Context: an optimization exercise on an open-source flow, tuned for small area. The choices shown serve that exercise and are no tape-out recipe. In this exercise RTL edits were held to simulation tests only and were not proved equivalent to the original.

==> flow/design.v (outline; a module is shown in full before it is edited, if it fits) <==
// module csm_fa: 4 lines
// module csm_ha: 4 lines
// module csm_hc: 4 lines
// module fir_csm: 928 lines
module fir_csm #(
    parameter N = 16
)(
    input wire clk,
    input wire rst,
    input wire data_valid,
    input wire signed [15:0] x_in,
    output wire signed [31:0] y_out
);
  // ...
==> flow/flow/run.sh <==
#!/bin/bash
# The standard layout (standard.sh: ORFS synthesis to finish, unchanged
# synthesis), except that the buffers ORFS puts on every input and output
# port are made from the smallest buffer cell. Tool output goes to standard.log.
set -o pipefail
export BUFFER_PORTS_ARGS="-buffer_cell sky130_fd_sc_hd__buf_1"
bash standard.sh > standard.log 2>&1
==> flow/standard.sh <==
#!/bin/bash
# synth_recipe.tcl (not shown) runs the flow's synth.tcl, then flattens the netlist and writes it again
# the make line also repeats each setting of config.mk as NAME=value (left out here)
make -C /OpenROAD-flow-scripts/flow DESIGN_CONFIG=/design/flow/config.mk WORK_HOME=/design/flow/orfs CLKGATE_MAP_FILE= SYNTH_SCRIPT=/design/flow/synth_recipe.tcl "${@:-finish}"
==> flow/config.mk <==
export PLATFORM = sky130hd
export DESIGN_NAME = fir_csm
export DESIGN_NICKNAME = fir_csm
export VERILOG_FILES = /design/flow/design.v
export SDC_FILE = /design/flow/constraint.sdc
export NUM_CORES = 4
export LEC_CHECK = 0
export ABC_AREA = 1
export CAP_MARGIN = 20
export CORE_MARGIN = 2
export CORE_UTILIZATION = 50
export CTS_BUF_LIST = sky130_fd_sc_hd__clkbuf_8
export CTS_CLUSTER_DIAMETER = 70
export CTS_CLUSTER_SIZE = 16
export PLACE_DENSITY = 0.65
export SLEW_MARGIN = 20
export SYNTH_HIERARCHICAL = 1
==> flow/constraint.sdc <==
create_clock -name core_clock -period 10.0 [get_ports {clk}]
set_input_delay 2.0000 -clock core_clock [delete_from_list [all_inputs] [get_ports {clk}]]
set_output_delay 2.0000 -clock core_clock [all_outputs]
set_load 0.01 [all_outputs]
==> results.json, run 1 <==
{
  "synth_seq_cells": 319,
  "root_buffer": "clkbuf_8",
  "largest_class": "sequential cells",
  "ys_warn_count": 7,
  "rr_endpoint": "r7[15]",
  "syn_avg_cell_area_um2": 15.0,
  "vias": 8811,
  "clk_latency_ns": 0.60,
  "drc_errors": 0,
  "cts.path.max_buffers": 3,
  "clkCellAreaFrac_pct": 2.73,
  "worst_slack_ns": 1.06,
  "final_common_cell": "fa_1",
  "synth_xor_area_share_pct": 0.532,
  "synth-async-reset-ratio_pct": 6.58,
  "layout.nonclk_buf_share_pct": 1.52,
  "synth_common_cells": "288 x fa_1, 234 x edfxtp_1, 139 x inv_1, 104 x nor2_1, 100 x ha_1",
  "start_kind": "register",
  "design_area_um2": 19300,
  "route.met3.wl_um": 1370,
  "rows": 69,
  "max_freq_ghz": 0.112,
  "status": "timing/DRC/antenna clean",
  "ctsHoldBuffers": 0,
  "grt_overflow": 0,
  "grt_max_degree": 83,
  "n_all_inverters": 141,
  "timing.max_cap.violations": 0,
  "start_util_pct": 50.8,
  "synth.distinct_cells": 27,
  "post-route-period-util_pct": 89.4,
  "arrival_ns": 9.30,
  "wirelength_um": 32700,
  "cts.sinks": 319,
  "cts_resized": 0
}
==> run 2: changes to the inputs <==
--- a/flow/config.mk
+++ b/flow/config.mk
@@ -10,7 +10,7 @@
 export CORE_MARGIN = 2
-export CORE_UTILIZATION = 50
+export CORE_UTILIZATION = 60
 export CTS_BUF_LIST = sky130_fd_sc_hd__clkbuf_8
 export CTS_CLUSTER_DIAMETER = 70
-export CTS_CLUSTER_SIZE = 16
-export PLACE_DENSITY = 0.65
+export CTS_CLUSTER_SIZE = 18
+export PLACE_DENSITY = 0.75
 export SLEW_MARGIN = 20
==> run 2 against run 1 <==
Non-clock buffer count stayed put. Synthesized cell count stayed put. Flip-flop and latch count stayed put. Fmax is 0.39% lower. Area after synthesis stayed put. Critical path depth stayed put.
==> results.json, run 2 <==
{
  "synthTopCellsByArea": "edfxtp_1 39%, fa_1 32%, dfxtp_1 7.1%, ha_1 6.9%, inv_1 2.9%",
  "synth_top_family_by_area": "adder cells",
  "syn2layout_area_growth_pct": 5.74,
  "crit_start": "xc[8]",
  "tightestPinTransition_ns": 1.05,
  "timing.max_cap.violations": 0,
  "synth.area.mux_share_pct": 0,
  "cp_max_fo": 7,
  "start_kind": "register",
  "yosys.area.top_type": "edfxtp_1",
  "post-route-period-util_pct": 89.7,
  "syn_inst": 1208,
  "max_freq_ghz": 0.111,
  "dp.cells": 1619,
  "path_class": "reg2reg",
  "pin_count": 51,
  "die_width_um": 178,
  "synthSimpleGateAreaFrac_pct": 6.57,
  "synth_common_cells": "288 x fa_1, 234 x edfxtp_1, 139 x inv_1, 104 x nor2_1, 100 x ha_1",
  "rows": 63,
  "syn_avg_cell_area_um2": 15.0,
  "antenna_found_initial": 0,
  "synth.top_cell.area_share_pct": 38.8,
  "synth_xor_area_share_pct": 0.532,
  "cts_tree": "built",
  "critical_path_required_ns": 10.34,
  "cts.path.max_buffers": 3,
  "fin_nets": 1662,
  "fin_skew_ns": 0.0321,
  "root_buffer": "clkbuf_8",
  "rsz0062_at_grt": "false",
  "synth_seq_cells": 319,
  "synth-compound-area-share_pct": 1.17,
  "ant_nets": 0,
  "min_period_ns": 8.97,
  "endpoint_kind": "register",
  "design.core.area_um2": 29700,
  "grt_pass1_vias": 9465,
  "final_cell_mix": "288 x fa_1, 234 x edfxtp_1, 148 x inv_1",
  "h-tree-depth": 1,
  "die_h_um": 178,
  "setup_violations": 0,
  "clk_latency_ns": 0.59,
  "reg2reg_depth": 20,
  "synth_edf_count": 234,
  "reg2reg_setup_slack_ns": 1.03,
  "cts_buffers": 24,
  "post-cts-setup-buffer-count": 0,
  "slew_violations": 0,
  "worstHoldPathType": "reg2reg",
  "port_buffers": 50,
  "cts.sinks": 319,
  "drive_above_1_share_pct": 9.12,
  "hold_path_startpoint": "xa[6]",
  "dpl.hpwl_um": 23700,
  "drc_errors": 0,
  "synth-async-reset-ratio_pct": 6.58,
  "arrival_ns": 9.32,
  "synth_most_common_cell": "fa_1",
  "start_util_pct": 61.0,
  "drtIter0Drc": 618,
  "grt_pass1_wl_um": 51800,
  "synth-main-ff-cell": "edfxtp_1",
  "rr_startpoint": "xc[8]",
  "layout.cells.non_filler": 1662,
  "wirelength_um": 31700,
  "antennaDiodeCount": 0,
  "status": "timing/DRC/antenna clean",
  "seq_area_frac_synth_pct": 48.8,
  "slew_headroom_pct": 29.8,
  "rr_endpoint": "r7[15]",
  "drtPass1Iterations": 5,
  "syn-cell-area_um2": 18100,
  "gp_congestion": 0.850,
  "setup_tns_ns": 0,
  "crit_end": "r7[15]",
  "grt_max_degree": 86,
  "synth.distinct_cells": 27,
  "drt-wirelength-per-cell_um": 19.1,
  "grt_overflow": 0,
  "grt_usage_pct": 21.8,
  "ys_warn_count": 7,
  "clk_pin_slew_ns": 0.11,
  "cts_resized": 0,
  "dieArea_um2": 31600,
  "finalHoldViolations": 0,
  "vias": 8667,
  "viasPerCell": 5.21,
  "ctsHoldBuffers": 0,
  "final_common_cell": "fa_1",
  "synthAdderAreaFrac_pct": 38.7
}
==> run 2: metal layers <==
| layer | global-route usage [%] | routed length, um | part of all wire [%] | vias to the layer above |
|---|---|---|---|---|
| met5 | 0 | 0 | 0 | - |
| met4 | 4.17 | 531 | 1.7 | 0 |
| met3 | 3.86 | 1860 | 5.9 | 30 |
| met2 | 35.0 | 15600 | 49 | 222 |
| met1 | 32.0 | 13700 | 43 | 4455 |
| li1 | - | - | - | 3960 |
==> run 2: metrics by stage <==
stage | utilization, % | cell area, um2 | worst slack [ns] | hold WS [ns]
6_report | 64.5 | 19200 | 1.03 | 0.336
5_1_grt | 64.5 | 19200 | 0.748 | 0.343
2_1_floorplan | - | 18100 | 1.07 | 0.310
4_1_cts | 64.5 | 19200 | 0.969 | 0.335
3_5_place_dp | 62.8 | 18700 | 0.903 | 0.315
3_3_place_gp | 62.8 | 18700 | 1.19 | 0.310
==> run 2: per-module statistics from Yosys, one instance, submodules excluded <==
module / copies in the design / flops+latches / cells inside
fir_csm: 1 / 319 / 820
csm_fa: 288 / 0 / 1
csm_ha: 100 / 0 / 1
==> run 2: worst min path at each step <==
stage,endpoint,cells past startpoint
2_1_floorplan,xb[0],0
3_3_place_gp,xb[3],0
3_5_place_dp,xb[6],0
4_1_cts,xb[5],0
5_1_grt,xb[6],0
6_report,xb[6],0
==> run 2: logic make-up after synthesis <==
| group | after synthesis |
|---|---|
| AO/OA/AOI/OAI | 35 |
| XOR/XNOR | 11 |
| adder cells (fa/ha/maj) | 388 |
| buffers and inverters | 184 |
| flip-flops | 319 |
| AND/OR/NAND/NOR | 271 |
==> run 2: final cells by class <==
cell class,count,area (um2)
Clock buffer,26,358
Clock inverter,17,138
Fill cell,2100,10600
Inverter,141,529
Multi-Input combinational cell,705,8520
Sequential cell,319,8840
Tap cell,390,488
Timing Repair Buffer,64,293
==> run 2: critical path, cell delays in order, from the launching register on <==
cell and delay [ns]:
dfxtp_1 0.47, fa_1 0.47, fa_1 0.50, fa_1 0.41
fa_1 0.51, fa_1 0.43, fa_1 0.40, fa_1 0.49
fa_1 0.42, fa_1 0.39, fa_1 0.41, fa_1 0.41
fa_1 0.39, fa_1 0.39, fa_1 0.40, fa_1 0.40
fa_1 0.39, fa_1 0.40, fa_1 0.40, fa_1 0.38
ha_1 0.27
==> run 3: changes to the inputs <==
--- a/flow/flow/run.sh
+++ b/flow/flow/run.sh
@@ -6,2 +6,3 @@
 export BUFFER_PORTS_ARGS="-buffer_cell sky130_fd_sc_hd__buf_1"
+export REMOVE_ABC_BUFFERS=1
 bash standard.sh > standard.log 2>&1
--- a/flow/config.mk
+++ b/flow/config.mk
@@ -13,3 +13,3 @@
 export CTS_CLUSTER_DIAMETER = 70
-export CTS_CLUSTER_SIZE = 18
+export CTS_CLUSTER_SIZE = 16
 export PLACE_DENSITY = 0.75
==> run 3 against run 2 <==
Via count down 0.21%. Sequential share of layout area up 0.10 points. Flip-flop and latch count unchanged. Fmax up 0.87%. First-iteration DRC count down 6.3%. Area after synthesis unchanged. Clock skew up 0.0063 ns. Critical path type unchanged.
==> results.json, run 3 <==
{
  "antenna_found_initial": 0,
  "gp_congestion": 0.843,
  "ant_nets": 0,
  "reg2reg_depth": 20,
  "status": "timing/DRC/antenna clean",
  "whs_ns": 0.333,
  "setup_violations": 0,
  "dieArea_um2": 31600,
  "syn-cell-area_um2": 18100,
  "slew_headroom_pct": 35.3,
  "grt_overflow": 0,
  "worstHoldPathType": "reg2reg",
  "final_cell_mix": "288 x fa_1, 234 x edfxtp_1, 151 x inv_1",
  "syn_avg_cell_area_um2": 15.0,
  "cts.path.max_buffers": 3,
  "cp_max_fo": 7,
  "synth_xor_area_share_pct": 0.532,
  "reg2reg_setup_slack_ns": 1.10,
  "antennaDiodeCount": 0,
  "grt_pass1_vias": 9584,
  "grt_max_degree": 203,
  "start_kind": "register",
  "drt-wirelength-per-cell_um": 18.6,
  "ys_warn_count": 7,
  "synthAdderAreaFrac_pct": 38.7,
  "synth_edf_count": 234,
  "final_common_cell": "fa_1",
  "tightestPinTransition_ns": 0.969,
  "arrival_ns": 9.24,
  "clk_latency_ns": 0.59,
  "yosys.area.top_type": "edfxtp_1",
  "grt_usage_pct": 21.5,
  "synth_top_family_by_area": "adder cells",
  "viasPerCell": 5.21,
  "post-route-period-util_pct": 89.0,
  "cts.sinks": 319,
  "synth.top_cell.area_share_pct": 38.8,
  "rr_endpoint": "r7[15]",
  "path_class": "reg2reg",
  "port_buffers": 50,
  "die_h_um": 178,
  "rsz0062_at_grt": "false",
  "root_buffer": "clkbuf_8",
  "synth-main-ff-cell": "edfxtp_1",
  "pin_count": 51,
  "critical_path_required_ns": 10.34,
  "drc_errors": 0,
  "design_area_um2": 19100,
  "worst_slack_ns": 1.10,
  "setup_tns_ns": 0,
  "grt_pass1_wl_um": 51400,
  "ctsHoldBuffers": 0,
  "dp_slack_ns": 0.986,
  "post-route-util_pct": 64.3,
  "synth_seq_cells": 319,
  "endpoint_kind": "register",
  "finalHoldViolations": 0,
  "synth.distinct_cells": 27,
  "h-tree-depth": 1,
  "cts_resized": 0,
  "start_util_pct": 61.0,
  "rows": 63,
  "synth.area.mux_share_pct": 0,
  "drtIter0Drc": 579,
  "synthTopCellsByArea": "edfxtp_1 39%, fa_1 32%, dfxtp_1 7.1%, ha_1 6.9%, inv_1 2.9%",
  "cts_buffers": 25,
  "min_period_ns": 8.90,
  "synthSimpleGateAreaFrac_pct": 6.57,
  "dpl.hpwl_um": 22800,
  "syn_inst": 1208,
  "design.core.area_um2": 29700,
  "synth_common_cells": "288 x fa_1, 234 x edfxtp_1, 139 x inv_1, 104 x nor2_1, 100 x ha_1",
  "rr_startpoint": "xc[8]",
  "synth-async-reset-ratio_pct": 6.58,
  "post-cts-setup-buffer-count": 0,
  "drive_above_1_share_pct": 8.81,
  "slew_violations": 0,
  "max_freq_ghz": 0.112,
  "drtPass1Iterations": 5,
  "vias": 8649,
  "clk_pin_slew_ns": 0.10,
  "syn2layout_area_growth_pct": 5.51,
  "wirelength_um": 30900,
  "fin_skew_ns": 0.0384,
  "synth-compound-area-share_pct": 1.17,
  "crit_end": "r7[15]",
  "synth_most_common_cell": "fa_1",
  "fin_nets": 1661,
  "die_width_um": 178,
  "cts_tree": "built",
  "timing.max_cap.violations": 0,
  "placed_cell_area_um2": 18700,
  "crit_start": "xc[8]",
  "seq_area_frac_synth_pct": 48.8
}
[run 3: area by class of cell]
class | count | area, um2
fill | 2168 | 10600
clock inverter | 19 | 91.3
sequential | 319 | 8840
multi-input combinational | 705 | 8520
clock buffer | 25 | 344
timing repair buffer | 62 | 310
tap | 390 | 488
inverter | 141 | 529
[run 3: routing by layer]
metal	GRT usage [%]	wire length, um	vias to the layer above
met1	31.4	13600	4479
met3	3.56	1410	48
met2	34.0	15100	164
li1	-	-	3958
met5	0	0	-
met4	6.15	837	0
[run 3: critical path: stages (launching register included)]
cell,delay [ns]
dfxtp_1,0.47
fa_1,0.47
fa_1,0.50
fa_1,0.40
fa_1,0.50
fa_1,0.43
fa_1,0.39
fa_1,0.49
fa_1,0.44
fa_1,0.39
fa_1,0.39
fa_1,0.40
fa_1,0.38
fa_1,0.39
fa_1,0.39
fa_1,0.38
fa_1,0.39
fa_1,0.39
fa_1,0.39
fa_1,0.37
ha_1,0.28
[run 3: worst min-delay path by stage]
stage / start / end / slack [ns] / cells past startpoint
5_1_grt: xa[4] / xb[4] / 0.34 / 0
3_5_place_dp: xa[4] / xb[4] / 0.31 / 0
4_1_cts: xa[6] / xb[6] / 0.33 / 0
3_3_place_gp: xa[0] / xb[0] / 0.31 / 0
2_1_floorplan: xa[0] / xb[0] / 0.31 / 0
6_report: xa[5] / xb[5] / 0.33 / 0
[run 3: per-module statistics from Yosys, one instance, submodules excluded]
module   copies in the design  cell area, um2  flip-flops and latches
csm_fa                    288            20.0                       0
fir_csm                     1           11100                     319
csm_ha                    100            12.5                       0
[run 3: cells by family after synthesis]
kind of cell    after synthesis
fa+ha+maj                   388
simple gates                271
xor+xnor                     11
buf+inv                     184
compound gates               35
flops                       319
[run 3: per-stage QoR]
step,instances
2_1_floorplan,1165
3_3_place_gp,1616
3_5_place_dp,1616
4_1_cts,1660
5_1_grt,1661
6_report,1661
==> run 4: changes to the inputs <==
--- a/flow/flow/run.sh
+++ b/flow/flow/run.sh
@@ -6,3 +6,2 @@
 export BUFFER_PORTS_ARGS="-buffer_cell sky130_fd_sc_hd__buf_1"
-export REMOVE_ABC_BUFFERS=1
 bash standard.sh > standard.log 2>&1
--- a/flow/config.mk
+++ b/flow/config.mk
@@ -7,3 +7,2 @@
 export LEC_CHECK = 0
-export ABC_AREA = 1
 export CAP_MARGIN = 20
==> run 4 against run 3 <==
Wire length down 3.3%. Register-to-register slack better by 0.06 ns. Area after synthesis up 0.33%. First-iteration DRC count up 5.9%. Critical path type unchanged. Still clean on timing, DRC and antenna. Highest routed layer unchanged. Flip-flop and latch count unchanged. Critical endpoint unchanged.
==> results.json, run 4 <==
{
  "status": "timing/DRC/antenna clean",
  "cts_buffers": 25,
  "wl_met2_um": 14900,
  "arrival_ns": 9.16,
  "highest_layer": "met4",
  "grt_pass1_vias": 9287,
  "min_delay_worst_endpoint": "xb[5]",
  "antenna_found_initial": 0,
  "fin_nets": 1587,
  "slew_violations": 0,
  "viasPerCell": 5.28,
  "syn2layout_area_growth_pct": 5.28,
  "root_buffer": "clkbuf_8",
  "synth_common_cells": "288 x fa_1, 234 x edfxtp_1, 100 x ha_1, 84 x inv_1, 67 x nor2_1",
  "ys_warn_count": 7,
  "min_period_ns": 8.84,
  "worst_slack_ns": 1.16,
  "max_freq_ghz": 0.113,
  "synthSimpleGateAreaFrac_pct": 7.17,
  "fin_skew_ns": 0.0320,
  "die_h_um": 178,
  "synth_most_common_cell": "fa_1",
  "grt_max_degree": 196,
  "synthAdderAreaFrac_pct": 38.7,
  "setup_violations": 0,
  "reg2reg_setup_slack_ns": 1.16,
  "reg2reg_depth": 20,
  "rows": 63,
  "cts_tree": "built",
  "cts_resized": 0,
  "start_kind": "register",
  "path_class": "reg2reg",
  "post-route-util_pct": 64.4,
  "clk_pin_slew_ns": 0.10,
  "drtIter0Drc": 613,
  "post-route-period-util_pct": 88.4,
  "syn_avg_cell_area_um2": 16.0,
  "ctsHoldBuffers": 0,
  "grt_overflow": 0,
  "final_common_cell": "fa_1",
  "clk_latency_ns": 0.56,
  "antennaDiodeCount": 0,
  "rr_startpoint": "xc[7]",
  "gp_congestion": 0.834,
  "worstHoldPathType": "reg2reg",
  "design.core.area_um2": 29700,
  "synth_top_family_by_area": "adder cells",
  "drt-wirelength-per-cell_um": 18.9,
  "tightestPinTransition_ns": 1.06,
  "ant_nets": 0,
  "drtPass1Iterations": 4,
  "route.met3.wl_um": 1340,
  "post-cts-setup-buffer-count": 0,
  "synth.area.mux_share_pct": 0,
  "port_buffers": 50,
  "finalHoldViolations": 0,
  "pin_count": 51,
  "start_util_pct": 61.2,
  "whs_path_depth": 0,
  "crit_start": "xc[7]",
  "final_cell_mix": "288 x fa_1, 234 x edfxtp_1, 100 x ha_1",
  "synth_xor_area_share_pct": 0.530,
  "cts.path.max_buffers": 3,
  "cp_max_fo": 6,
  "synth-async-reset-ratio_pct": 6.58,
  "grt_usage_pct": 20.7,
  "grt_pass1_wl_um": 49800,
  "whs_ns": 0.329,
  "synth_edf_count": 234,
  "hold_path_startpoint": "xa[5]",
  "synthTopCellsByArea": "edfxtp_1 39%, fa_1 32%, dfxtp_1 7.0%, ha_1 6.9%, dfrtp_1 2.8%",
  "synth.top_cell.area_share_pct": 38.6,
  "drive_above_1_share_pct": 8.77,
  "syn-cell-area_um2": 18200,
  "dp_slack_ns": 1.02,
  "die_width_um": 178,
  "slew_headroom_pct": 29.1,
  "yosys.area.top_type": "edfxtp_1",
  "synth-main-ff-cell": "edfxtp_1",
  "wirelength_um": 29900,
  "dpl.hpwl_um": 22300,
  "h-tree-depth": 1,
  "vias": 8386,
  "wl_met1_um": 13200,
  "synth.distinct_cells": 45,
  "dieArea_um2": 31700,
  "setup_tns_ns": 0,
  "rsz0062_at_grt": "false",
  "critical_path_required_ns": 10.32,
  "drc_errors": 0,
  "syn_inst": 1139,
  "synth_seq_cells": 319,
  "endpoint_kind": "register",
  "synth-compound-area-share_pct": 1.84,
  "timing.max_cap.violations": 0,
  "rr_endpoint": "r7[15]",
  "seq_area_frac_synth_pct": 48.6,
  "cts.sinks": 319
}
-- run 4: area by class of cell --
class                           count  area, um2
Clock inverter                     19       91.3
Clock buffer                       25        344
Multi-Input combinational cell    690       8770
Timing Repair Buffer               60        288
Fill cell                        2129      10600
Tap cell                          390        488
Sequential cell                   319       8840
Inverter                           84        315
-- run 4: metrics by stage --
stage                     cell area [um2]  instances
final                               19100       1587
after global routing                19100       1587
after CTS                           19100       1587
after detailed placement            18700       1543
after global placement              18700       1543
after floorplan                     18200       1139
-- run 4: cells by family (layout without fill, tap and decap cells) --
| group | Yosys count | after routing |
|---|---|---|
| simple gates | 240 | 240 |
| flops | 319 | 319 |
| buf+inv | 130 | 188 |
| xor+xnor | 11 | 11 |
| fa+ha+maj | 390 | 390 |
| compound gates | 49 | 49 |
-- run 4: critical path: stages, from the launching register on --
cell and delay (ns):
dfxtp_1 0.46, fa_1 0.48, fa_1 0.50, fa_1 0.40
fa_1 0.51, fa_1 0.43, fa_1 0.49, fa_1 0.41
fa_1 0.40, fa_1 0.39, fa_1 0.41, fa_1 0.39
fa_1 0.39, fa_1 0.39, fa_1 0.38, fa_1 0.38
fa_1 0.39, fa_1 0.38, fa_1 0.38, fa_1 0.37
ha_1 0.28
-- run 4: layer usage --
layer / vias up / GRT usage [%]
met5: - / 0
li1: 3828 / -
met4: 0 / 3.72
met1: 4395 / 30.6
met3: 27 / 3.60
met2: 136 / 33.4
-- run 4: worst max path at each step --
stage               cells after the start     end  slack (ns)
floorplan                              22  r7[15]        1.07
CTS                                    20  r7[15]        1.08
global route                           22  r7[15]        0.87
detailed placement                     20  r7[15]        1.02
global placement                       20  r7[15]        1.16
finish                                 20  r7[15]        1.16
-- run 4: modules after synthesis (local to each module, per instance) --
module / cell area [um2] / times used / flops+latches / cells inside
csm_fa: 20.0 / 288 / 0 / 1
fir_csm: 11200 / 1 / 319 / 751
csm_ha: 12.5 / 100 / 0 / 1
==> run 5: changes to the inputs <==
--- a/flow/config.mk
+++ b/flow/config.mk
@@ -7,2 +7,3 @@
 export LEC_CHECK = 0
+export ABC_AREA = 1
 export CAP_MARGIN = 20
==> run 5 against run 4 <==
Clock-buffer cell count unchanged. Synthesized cell count up 6.1%. Critical endpoint unchanged.
==> results.json, run 5 <==
{
  "slew_headroom_pct": 30.1,
  "ctsHoldBuffers": 0,
  "seq_area_frac_synth_pct": 48.8,
  "cts.path.max_buffers": 3,
  "h-tree-depth": 1,
  "start_kind": "register",
  "pin_count": 51,
  "design.core.area_um2": 29700,
  "clk_pin_slew_ns": 0.11,
  "final_cell_mix": "288 x fa_1, 234 x edfxtp_1, 151 x inv_1",
  "critical_path_required_ns": 10.35,
  "fillers": 2094,
  "synth-async-reset-ratio_pct": 6.58,
  "syn_avg_cell_area_um2": 15.0,
  "yosys.area.top_type": "edfxtp_1",
  "grt_pass1_wl_um": 51600,
  "drt-wirelength-per-cell_um": 18.9,
  "dpl.hpwl_um": 23700,
  "root_buffer": "clkbuf_8",
  "syn2layout_area_growth_pct": 5.52,
  "cts_buffers": 25,
  "drtIter0Drc": 638,
  "grt_usage_pct": 21.7,
  "synth_most_common_cell": "fa_1",
  "syn_inst": 1208,
  "cp_max_fo": 7,
  "finalHoldViolations": 0,
  "cp_slowest_stage_delay_ns": 0.51,
  "synth.top_cell.area_share_pct": 38.8,
  "arrival_ns": 9.33,
  "setup_tns_ns": 0,
  "grt_pass1_vias": 9429,
  "final_common_cell": "fa_1",
  "max_freq_ghz": 0.111,
  "tightestPinTransition_ns": 1.05,
  "status": "timing/DRC/antenna clean",
  "synthAdderAreaFrac_pct": 38.7,
  "post-route-util_pct": 64.4,
  "cts_tree": "built",
  "synthSimpleGateAreaFrac_pct": 6.57,
  "die_width_um": 178,
  "worstHoldPathType": "reg2reg",
  "slew_violations": 0,
  "viasPerCell": 5.22,
  "setup_violations": 0,
  "post-route-period-util_pct": 89.8,
  "path_class": "reg2reg",
  "gp_congestion": 0.850,
  "wirelength_um": 31400,
  "syn-cell-area_um2": 18100,
  "synth-compound-area-share_pct": 1.17,
  "synth_top_family_by_area": "adder cells",
  "worst_slack_ns": 1.02,
  "drive_above_1_share_pct": 8.96,
  "cts.sinks": 319,
  "endpoint_kind": "register",
  "cpMaxStageDelayCell": "fa_1",
  "fin_skew_ns": 0.0226,
  "drc_errors": 0,
  "synth_xor_area_share_pct": 0.532,
  "timing.max_cap.violations": 0,
  "die_h_um": 178,
  "antenna_found_initial": 0,
  "ant_nets": 0,
  "synthTopCellsByArea": "edfxtp_1 39%, fa_1 32%, dfxtp_1 7.1%, ha_1 6.9%, inv_1 2.9%",
  "critPathMostFrequentCell": "fa_1",
  "rows": 63,
  "grt_max_degree": 86,
  "post-cts-setup-buffer-count": 0,
  "drtPass1Iterations": 5,
  "synth_common_cells": "288 x fa_1, 234 x edfxtp_1, 139 x inv_1, 104 x nor2_1, 100 x ha_1",
  "start_util_pct": 61.0,
  "synth_edf_count": 234,
  "clk_latency_ns": 0.59,
  "min_period_ns": 8.98,
  "vias": 8678,
  "dp_slack_ns": 0.903,
  "fin_nets": 1663,
  "antennaDiodeCount": 0,
  "grt_overflow": 0,
  "ys_warn_count": 7,
  "dieArea_um2": 31600,
  "port_buffers": 50,
  "worstPathCellList": "fa_1 > fa_1 > fa_1 > fa_1 > fa_1 > fa_1 > fa_1 > fa_1 > fa_1 > fa_1 > fa_1 > fa_1 > fa_1 > fa_1 > fa_1 > fa_1 > fa_1 > fa_1 > fa_1 > ha_1",
  "rsz0062_at_grt": "false",
  "multi_input_area_um2": 8520,
  "synth-main-ff-cell": "edfxtp_1",
  "synth_seq_cells": 319,
  "seqCellArea_um2": 8840,
  "synth.distinct_cells": 27,
  "cts_resized": 0,
  "synth.area.mux_share_pct": 0
}
run 5: cells by family (layout without fill, tap and decap cells):
kind of cell    count (synthesis)  after routing
compound gates                 35             35
buf+inv                       184            249
flops                         319            319
xor+xnor                       11             11
simple gates                  271            271
fa+ha+maj                     388            388
run 5: critical path, delay by kind of cell, from the launching register on:
family / cells / cell delay [ns]
adder cells (fa/ha/maj): 20 / 8.28
flip-flops: 1 / 0.47
run 5: per-layer routing:
layer	GRT usage, %	up-vias	wire length [um]
met5	0	-	0
met4	3.65	0	509
met3	3.30	34	1420
li1	-	3963	-
met1	32.3	4504	13800
met2	35.0	177	15700
run 5: metrics by stage:
stage          area, um2  std cells  hold slack (ns)
2_1_floorplan      18100       1208            0.310
3_5_place_dp       18700       1619            0.315
3_3_place_gp       18700       1619            0.310
6_report           19100       1663            0.335
5_1_grt            19100       1663            0.343
4_1_cts            19100       1663            0.337
run 5: final cells by class:
type / count / share of cell area [%]
multi-input cells: 705 / 44.5
clock buffers: 25 / 1.80
well taps: 390 / 2.55
flip-flops and latches: 319 / 46.2
inverters: 141 / 2.77
clock inverters: 19 / 0.582
repair buffers: 64 / 1.53
run 5: path summary, 6_finish.rpt:
check	start	cells past startpoint	end	slack [ns]
setup / recovery	xc[8]	20	r7[15]	1.02
hold / removal	xa[9]	0	xb[9]	0.34
setup reg to reg	xc[8]	20	r7[15]	1.02
hold reg to reg	xa[9]	0	xb[9]	0.34
max in group asynchronous	rst	2	vc	7.92
min in group asynchronous	rst	2	yr[2]	1.52
run 5: per-module statistics from Yosys (local to each module, per instance):
module / flip-flops and latches / cells inside
csm_fa: 0 / 1
csm_ha: 0 / 1
fir_csm: 319 / 820

port drivers added, routing unchanged:
In the flow no input, the clock included, has a driving cell. The finished layouts below were timed again as built, in two steps. Step 1 (the two cells are an assumption about what drives the block):
set clk [get_ports {clk}]
set_driving_cell -lib_cell sky130_fd_sc_hd__clkbuf_16 $clk
set_driving_cell -lib_cell sky130_fd_sc_hd__buf_2 [delete_from_list [all_inputs] $clk]
Step 2 times the ports against the registers' clock, not the clock port: input delays grow and output delays shrink by t, the midpoint of the rising clock arrivals with the driver on. Slacks: ideal ports / drivers / drivers and shift; pairs: ideal ports / drivers.
run | shift t [ns] | setup WS [ns] | worst setup path at the end | clock arrival spread, ns | pins driven straight from the clock port
run 1 | 0.635 | 1.062 / 1.062 / 1.062 | register to register | 0.023 / 0.024 | 1
run 2 | 0.614 | 1.027 / 1.027 / 1.027 | register to register | 0.032 / 0.032 | 1
run 3 | 0.615 | 1.105 / 1.105 / 1.105 | register to register | 0.039 / 0.039 | 1
run 4 | 0.589 | 1.163 / 1.163 / 1.163 | register to register | 0.033 / 0.033 | 1
run 5 | 0.621 | 1.025 / 1.025 / 1.025 | register to register | 0.027 / 0.027 | 1
After both steps every run listed still meets setup and hold.
